This design comes from an exercise in tuning for small area on the open sky130 flow, not from production work.

==> inputs of job 7001 <==
// ccm
module ccm(
	input			clk,
	input			reset_n,
	input	[8:0]	i_ccm_1m1,	 
	input	[8:0]	i_ccm_1m2,
	input	[8:0]	i_ccm_1m3,
	input	[8:0]	i_ccm_2m1,
	input	[8:0]	i_ccm_2m2,
	input	[8:0]	i_ccm_2m3,
	input	[8:0]	i_ccm_3m1,
	input	[8:0]	i_ccm_3m2,
	input	[8:0]	i_ccm_3m3,
	input	[2:0]	i_video_syn,
	input	[23:0]	i_data,
	output	[2:0]	o_video_sync,
	output	[23:0]	o_data
);
==> module ccm_fin, before the edit <==
module ccm_fin(
	input	[18:0]	cs,
	output	[7:0]	y
);
	wire [11:0] ta = ~{1'b0, cs[17], cs[16], cs[14], cs[12], cs[10], cs[8], cs[6], cs[5], cs[3], cs[2], cs[0]};
	wire [11:0] tb = ~{1'b1, cs[18], 1'b1, cs[15], cs[13], cs[11], cs[9], cs[7], 1'b1, cs[4], 1'b1, cs[1]};
	wire tc = ~1'b1;
	wire [11:0] p = ta ^ tb;
	wire [11:0] g = ta & tb;
	wire G608 = g[0] | (p[0] & tc);
	wire G609 = g[1] | (p[1] & G608);
	wire P610 = p[1] & p[0];
	wire G611 = g[3] | (p[3] & g[2]);
	wire P612 = p[3] & p[2];
	wire G613 = g[5] | (p[5] & g[4]);
	wire P614 = p[5] & p[4];
	wire G615 = g[7] | (p[7] & g[6]);
	wire P616 = p[7] & p[6];
	wire G617 = g[9] | (p[9] & g[8]);
	wire P618 = p[9] & p[8];
	wire G619 = g[11] | (p[11] & g[10]);
	wire P620 = p[11] & p[10];
	wire G621 = g[2] | (p[2] & G609);
	wire P622 = p[2] & P610;
	wire G623 = G611 | (P612 & G609);
	wire P624 = P612 & P610;
	wire G625 = g[6] | (p[6] & G613);
	wire P626 = p[6] & P614;
	wire G627 = G615 | (P616 & G613);
	wire P628 = P616 & P614;
	wire G629 = g[10] | (p[10] & G617);
	wire P630 = p[10] & P618;
	wire G631 = G619 | (P620 & G617);
	wire P632 = P620 & P618;
	wire G633 = g[4] | (p[4] & G623);
	wire P634 = p[4] & P624;
	wire G635 = G613 | (P614 & G623);
	wire P636 = P614 & P624;
	wire G637 = G625 | (P626 & G623);
	wire P638 = P626 & P624;
	wire G639 = G627 | (P628 & G623);
	wire P640 = P628 & P624;
	wire G641 = g[8] | (p[8] & G639);
	wire P642 = p[8] & P640;
	wire G643 = G617 | (P618 & G639);
	wire P644 = P618 & P640;
	wire G645 = G629 | (P630 & G639);
	wire P646 = P630 & P640;
	wire G647 = G631 | (P632 & G639);
	wire P648 = P632 & P640;
	wire [11:0] cy = {G645, G643, G641, G639, G637, G635, G633, G623, G621, G609, G608, tc};
	wire [11:0] sum = p ^ cy;
	wire neg = sum[11];
	wire ovf = |sum[10:8];
	assign y = neg ? 8'd0 : ovf ? 8'd255 : sum[7:0];
endmodule
==> module ccm, before the edit <==
module ccm(
	input			clk,
	input			reset_n,
	input	[8:0]	i_ccm_1m1,	 
	input	[8:0]	i_ccm_1m2,
	input	[8:0]	i_ccm_1m3,
	input	[8:0]	i_ccm_2m1,
	input	[8:0]	i_ccm_2m2,
	input	[8:0]	i_ccm_2m3,
	input	[8:0]	i_ccm_3m1,
	input	[8:0]	i_ccm_3m2,
	input	[8:0]	i_ccm_3m3,
	input	[2:0]	i_video_syn,
	input	[23:0]	i_data,
	output	[2:0]	o_video_sync,
	output	[23:0]	o_data
);
reg		[3:0]		syn_v,syn_h,syn_d;
always @(posedge clk or negedge reset_n)
	if(~reset_n) begin
		syn_v	<=	0;
		syn_h	<=	0;
		syn_d	<=	0;
	end else begin
		syn_v	<=	{syn_v[2:0],	i_video_syn[2]};
		syn_d	<=	{syn_d[2:0],	i_video_syn[1]};
		syn_h	<=	{syn_h[2:0],	i_video_syn[0]};
	end
wire	[18:0]	cs_r, cs_g, cs_b;
ccm_tree u_tree_r(
	.x0	(i_data[23:16]), .x1 (i_data[15:8]), .x2 (i_data[7:0]),
	.m0	(i_ccm_1m1), .m1 (i_ccm_1m2), .m2 (i_ccm_1m3),
	.cs	(cs_r)
);
ccm_tree u_tree_g(
	.x0	(i_data[23:16]), .x1 (i_data[15:8]), .x2 (i_data[7:0]),
	.m0	(i_ccm_2m1), .m1 (i_ccm_2m2), .m2 (i_ccm_2m3),
	.cs	(cs_g)
);
ccm_tree u_tree_b(
	.x0	(i_data[23:16]), .x1 (i_data[15:8]), .x2 (i_data[7:0]),
	.m0	(i_ccm_3m1), .m1 (i_ccm_3m2), .m2 (i_ccm_3m3),
	.cs	(cs_b)
);
reg		[18:0]	c1_r, c1_g, c1_b;
always @(posedge clk) begin
	c1_r	<=	cs_r;
	c1_g	<=	cs_g;
	c1_b	<=	cs_b;
end
wire	[7:0]	r_new, g_new, b_new;
ccm_fin u_fin_r(.cs(c1_r), .y(r_new));
ccm_fin u_fin_g(.cs(c1_g), .y(g_new));
ccm_fin u_fin_b(.cs(c1_b), .y(b_new));
reg		[23:0]	d2, d3, d4;
always @(posedge clk) begin
	d2	<=	{r_new, g_new, b_new};
	d3	<=	d2;
	d4	<=	d3;
end
assign			o_data			=	d4;
assign			o_video_sync	=	{syn_v[3],syn_d[3],syn_h[3]};
endmodule
Settings: LEC_CHECK=0, CAP_MARGIN=20, CORE_MARGIN=2, CORE_UTILIZATION=40, SLEW_MARGIN=20, SYNTH_HIERARCHICAL=1, SYNTH_MINIMUM_KEEP_SIZE=0; clock period 7.0 ns.
run.sh (not shown) runs the stock make flow with config.mk's settings and CLKGATE_MAP_FILE= SYNTH_SCRIPT=/design/flow/synth_recipe.tcl, a recipe that flattens the netlist after the stock synthesis.
==> inputs of job 5721, as changes to job 7001 <==
--- a/flow/design.v
+++ b/flow/design.v
@@ -626,50 +626,85 @@
 	wire G608 = g[0] | (p[0] & tc);
 	wire G609 = g[1] | (p[1] & G608);
 	wire P610 = p[1] & p[0];
-	wire G611 = g[3] | (p[3] & g[2]);
-	wire P612 = p[3] & p[2];
-	wire G613 = g[5] | (p[5] & g[4]);
-	wire P614 = p[5] & p[4];
-	wire G615 = g[7] | (p[7] & g[6]);
-	wire P616 = p[7] & p[6];
-	wire G617 = g[9] | (p[9] & g[8]);
-	wire P618 = p[9] & p[8];
-	wire G619 = g[11] | (p[11] & g[10]);
-	wire P620 = p[11] & p[10];
-	wire G621 = g[2] | (p[2] & G609);
-	wire P622 = p[2] & P610;
-	wire G623 = G611 | (P612 & G609);
-	wire P624 = P612 & P610;
-	wire G625 = g[6] | (p[6] & G613);
-	wire P626 = p[6] & P614;
-	wire G627 = G615 | (P616 & G613);
-	wire P628 = P616 & P614;
-	wire G629 = g[10] | (p[10] & G617);
-	wire P630 = p[10] & P618;
-	wire G631 = G619 | (P620 & G617);
-	wire P632 = P620 & P618;
-	wire G633 = g[4] | (p[4] & G623);
-	wire P634 = p[4] & P624;
-	wire G635 = G613 | (P614 & G623);
-	wire P636 = P614 & P624;
-	wire G637 = G625 | (P626 & G623);
-	wire P638 = P626 & P624;
-	wire G639 = G627 | (P628 & G623);
-	wire P640 = P628 & P624;
-	wire G641 = g[8] | (p[8] & G639);
-	wire P642 = p[8] & P640;
-	wire G643 = G617 | (P618 & G639);
-	wire P644 = P618 & P640;
-	wire G645 = G629 | (P630 & G639);
-	wire P646 = P630 & P640;
-	wire G647 = G631 | (P632 & G639);
-	wire P648 = P632 & P640;
-	wire [11:0] cy = {G645, G643, G641, G639, G637, G635, G633, G623, G621, G609, G608, tc};
+	wire G611 = g[2] | (p[2] & g[1]);
+	wire P612 = p[2] & p[1];
+	wire G613 = g[3] | (p[3] & g[2]);
+	wire P614 = p[3] & p[2];
+	wire G615 = g[4] | (p[4] & g[3]);
+	wire P616 = p[4] & p[3];
+	wire G617 = g[5] | (p[5] & g[4]);
+	wire P618 = p[5] & p[4];
+	wire G619 = g[6] | (p[6] & g[5]);
+	wire P620 = p[6] & p[5];
+	wire G621 = g[7] | (p[7] & g[6]);
+	wire P622 = p[7] & p[6];
+	wire G623 = g[8] | (p[8] & g[7]);
+	wire P624 = p[8] & p[7];
+	wire G625 = g[9] | (p[9] & g[8]);
+	wire P626 = p[9] & p[8];
+	wire G627 = g[10] | (p[10] & g[9]);
+	wire P628 = p[10] & p[9];
+	wire G629 = g[11] | (p[11] & g[10]);
+	wire P630 = p[11] & p[10];
+	wire G631 = G611 | (P612 & G608);
+	wire P632 = P612 & p[0];
+	wire G633 = G613 | (P614 & G609);
+	wire P634 = P614 & P610;
+	wire G635 = G615 | (P616 & G611);
+	wire P636 = P616 & P612;
+	wire G637 = G617 | (P618 & G613);
+	wire P638 = P618 & P614;
+	wire G639 = G619 | (P620 & G615);
+	wire P640 = P620 & P616;
+	wire G641 = G621 | (P622 & G617);
+	wire P642 = P622 & P618;
+	wire G643 = G623 | (P624 & G619);
+	wire P644 = P624 & P620;
+	wire G645 = G625 | (P626 & G621);
+	wire P646 = P626 & P622;
+	wire G647 = G627 | (P628 & G623);
+	wire P648 = P628 & P624;
+	wire G649 = G629 | (P630 & G625);
+	wire P650 = P630 & P626;
+	wire G651 = G635 | (P636 & G608);
+	wire P652 = P636 & p[0];
+	wire G653 = G637 | (P638 & G609);
+	wire P654 = P638 & P610;
+	wire G655 = G639 | (P640 & G631);
+	wire P656 = P640 & P632;
+	wire G657 = G641 | (P642 & G633);
+	wire P658 = P642 & P634;
+	wire G659 = G643 | (P644 & G635);
+	wire P660 = P644 & P636;
+	wire G661 = G645 | (P646 & G637);
+	wire P662 = P646 & P638;
+	wire G663 = G647 | (P648 & G639);
+	wire P664 = P648 & P640;
+	wire G665 = G649 | (P650 & G641);
+	wire P666 = P650 & P642;
+	wire G667 = G659 | (P660 & G608);
+	wire P668 = P660 & p[0];
+	wire G669 = G661 | (P662 & G609);
+	wire P670 = P662 & P610;
+	wire G671 = G663 | (P664 & G631);
+	wire P672 = P664 & P632;
+	wire G673 = G665 | (P666 & G633);
+	wire P674 = P666 & P634;
+	wire [11:0] cy = {G671, G669, G667, G657, G655, G653, G651, G633, G631, G609, G608, tc};
 	wire [11:0] sum = p ^ cy;
 	wire neg = sum[11];
 	wire ovf = |sum[10:8];
 	assign y = neg ? 8'd0 : ovf ? 8'd255 : sum[7:0];
 endmodule
+module ccm_row(
+	input	[7:0]	x0, x1, x2,
+	input	[8:0]	m0, m1, m2,
+	output	[7:0]	y
+);
+wire	[18:0]	cs;
+ccm_tree u_tree(.x0(x0), .x1(x1), .x2(x2), .m0(m0), .m1(m1), .m2(m2), .cs(cs));
+ccm_fin u_fin(.cs(cs), .y(y));
+endmodule
 module ccm(
 	input			clk,
 	input			reset_n,
@@ -698,35 +733,26 @@
 		syn_d	<=	{syn_d[2:0],	i_video_syn[1]};
 		syn_h	<=	{syn_h[2:0],	i_video_syn[0]};
 	end
-wire	[18:0]	cs_r, cs_g, cs_b;
-ccm_tree u_tree_r(
+wire	[7:0]	r_new, g_new, b_new;
+ccm_row u_row_r(
 	.x0	(i_data[23:16]), .x1 (i_data[15:8]), .x2 (i_data[7:0]),
 	.m0	(i_ccm_1m1), .m1 (i_ccm_1m2), .m2 (i_ccm_1m3),
-	.cs	(cs_r)
+	.y	(r_new)
 );
-ccm_tree u_tree_g(
+ccm_row u_row_g(
 	.x0	(i_data[23:16]), .x1 (i_data[15:8]), .x2 (i_data[7:0]),
 	.m0	(i_ccm_2m1), .m1 (i_ccm_2m2), .m2 (i_ccm_2m3),
-	.cs	(cs_g)
+	.y	(g_new)
 );
-ccm_tree u_tree_b(
+ccm_row u_row_b(
 	.x0	(i_data[23:16]), .x1 (i_data[15:8]), .x2 (i_data[7:0]),
 	.m0	(i_ccm_3m1), .m1 (i_ccm_3m2), .m2 (i_ccm_3m3),
-	.cs	(cs_b)
+	.y	(b_new)
 );
-reg		[18:0]	c1_r, c1_g, c1_b;
-always @(posedge clk) begin
-	c1_r	<=	cs_r;
-	c1_g	<=	cs_g;
-	c1_b	<=	cs_b;
-end
-wire	[7:0]	r_new, g_new, b_new;
-ccm_fin u_fin_r(.cs(c1_r), .y(r_new));
-ccm_fin u_fin_g(.cs(c1_g), .y(g_new));
-ccm_fin u_fin_b(.cs(c1_b), .y(b_new));
-reg		[23:0]	d2, d3, d4;
+reg		[23:0]	d1, d2, d3, d4;
 always @(posedge clk) begin
-	d2	<=	{r_new, g_new, b_new};
+	d1	<=	{r_new, g_new, b_new};
+	d2	<=	d1;
 	d3	<=	d2;
 	d4	<=	d3;
 end
==> inputs of job 4305, as changes to job 7001 <==
--- a/flow/design.v
+++ b/flow/design.v
@@ -621,51 +621,31 @@
 	wire [11:0] ta = ~{1'b0, cs[17], cs[16], cs[14], cs[12], cs[10], cs[8], cs[6], cs[5], cs[3], cs[2], cs[0]};
 	wire [11:0] tb = ~{1'b1, cs[18], 1'b1, cs[15], cs[13], cs[11], cs[9], cs[7], 1'b1, cs[4], 1'b1, cs[1]};
 	wire tc = ~1'b1;
-	wire [11:0] p = ta ^ tb;
-	wire [11:0] g = ta & tb;
-	wire G608 = g[0] | (p[0] & tc);
-	wire G609 = g[1] | (p[1] & G608);
-	wire P610 = p[1] & p[0];
-	wire G611 = g[3] | (p[3] & g[2]);
-	wire P612 = p[3] & p[2];
-	wire G613 = g[5] | (p[5] & g[4]);
-	wire P614 = p[5] & p[4];
-	wire G615 = g[7] | (p[7] & g[6]);
-	wire P616 = p[7] & p[6];
-	wire G617 = g[9] | (p[9] & g[8]);
-	wire P618 = p[9] & p[8];
-	wire G619 = g[11] | (p[11] & g[10]);
-	wire P620 = p[11] & p[10];
-	wire G621 = g[2] | (p[2] & G609);
-	wire P622 = p[2] & P610;
-	wire G623 = G611 | (P612 & G609);
-	wire P624 = P612 & P610;
-	wire G625 = g[6] | (p[6] & G613);
-	wire P626 = p[6] & P614;
-	wire G627 = G615 | (P616 & G613);
-	wire P628 = P616 & P614;
-	wire G629 = g[10] | (p[10] & G617);
-	wire P630 = p[10] & P618;
-	wire G631 = G619 | (P620 & G617);
-	wire P632 = P620 & P618;
-	wire G633 = g[4] | (p[4] & G623);
-	wire P634 = p[4] & P624;
-	wire G635 = G613 | (P614 & G623);
-	wire P636 = P614 & P624;
-	wire G637 = G625 | (P626 & G623);
-	wire P638 = P626 & P624;
-	wire G639 = G627 | (P628 & G623);
-	wire P640 = P628 & P624;
-	wire G641 = g[8] | (p[8] & G639);
-	wire P642 = p[8] & P640;
-	wire G643 = G617 | (P618 & G639);
-	wire P644 = P618 & P640;
-	wire G645 = G629 | (P630 & G639);
-	wire P646 = P630 & P640;
-	wire G647 = G631 | (P632 & G639);
-	wire P648 = P632 & P640;
-	wire [11:0] cy = {G645, G643, G641, G639, G637, G635, G633, G623, G621, G609, G608, tc};
-	wire [11:0] sum = p ^ cy;
+	wire [11:0] ns;
+	assign ns[0] = cs[0] ^ cs[1] ^ 1'b1;
+	wire k608 = (cs[0] & cs[1]) | (cs[0] & 1'b1) | (cs[1] & 1'b1);
+	assign ns[1] = cs[2] ^ 1'b1 ^ k608;
+	wire k609 = (cs[2] & 1'b1) | (cs[2] & k608) | (1'b1 & k608);
+	wire k610;
+	ccm_fa u_k610 (.a(cs[3]), .b(cs[4]), .ci(k609), .s(ns[2]), .co(k610));
+	assign ns[3] = cs[5] ^ 1'b1 ^ k610;
+	wire k611 = (cs[5] & 1'b1) | (cs[5] & k610) | (1'b1 & k610);
+	wire k612;
+	ccm_fa u_k612 (.a(cs[6]), .b(cs[7]), .ci(k611), .s(ns[4]), .co(k612));
+	wire k613;
+	ccm_fa u_k613 (.a(cs[8]), .b(cs[9]), .ci(k612), .s(ns[5]), .co(k613));
+	wire k614;
+	ccm_fa u_k614 (.a(cs[10]), .b(cs[11]), .ci(k613), .s(ns[6]), .co(k614));
+	wire k615;
+	ccm_fa u_k615 (.a(cs[12]), .b(cs[13]), .ci(k614), .s(ns[7]), .co(k615));
+	wire k616;
+	ccm_fa u_k616 (.a(cs[14]), .b(cs[15]), .ci(k615), .s(ns[8]), .co(k616));
+	assign ns[9] = cs[16] ^ 1'b1 ^ k616;
+	wire k617 = (cs[16] & 1'b1) | (cs[16] & k616) | (1'b1 & k616);
+	wire k618;
+	ccm_fa u_k618 (.a(cs[17]), .b(cs[18]), .ci(k617), .s(ns[10]), .co(k618));
+	assign ns[11] = 1'b0 ^ 1'b1 ^ k618;
+	wire [11:0] sum = ~ns;
 	wire neg = sum[11];
 	wire ovf = |sum[10:8];
 	assign y = neg ? 8'd0 : ovf ? 8'd255 : sum[7:0];
==> summary of the runs <==
Count of clock-buffer cells in the layout, highest first: job 4305, job 7001, job 5721.
In job 7001 the hold slack is worse than in job 4305, by 0.0026 ns.
Register-to-register slack: job 4305 < job 7001 < job 5721.
Routed wire length: job 4305 < job 7001 < job 5721.
Setup slack, lowest first: job 5721, job 7001, job 4305.
Between job 7001 and job 5721, the lower sequential cell count is in job 5721 (gap 33).
No functional check of the RTL was part of any run of this note.

separate check: timing with driven ports:
Ports are ideal in the flow. The routed layouts listed here were re-timed in OpenROAD.
Step 1 (the two cells are an assumption about what drives the block):
set clk [get_ports {clk}]
set_driving_cell -lib_cell sky130_fd_sc_hd__clkbuf_16 $clk
set_driving_cell -lib_cell sky130_fd_sc_hd__buf_2 [delete_from_list [all_inputs] $clk]
Step 2 moves the port delays by t, midway between the first and last clock arrival at a register: inputs arrive t later, outputs are due t later. That takes back most of the time a late clock gives input paths.
Slacks: ideal ports / drivers / drivers and shift; pairs: ideal ports / drivers.
| run | t, ns | setup slack, ns | clock arrival spread, ns | cell pins on the clock port's net |
|---|---|---|---|---|
| job 7001 | 0.538 | 0.896 / 0.925 / 0.387 | 0.020 / 0.020 | 1 |
| job 5721 | 0.461 | 0.072 / 0.101 / -0.359 | 0.023 / 0.023 | 1 |
| job 4305 | 0.502 | 1.032 / 1.058 / 0.556 | 0.008 / 0.009 | 1 |
Met with ideal ports but missed after step 2: setup timing in job 5721. The setup slack of job 7001, which loses most, moves by +0.029 ns with the drivers and by -0.509 ns with both steps.
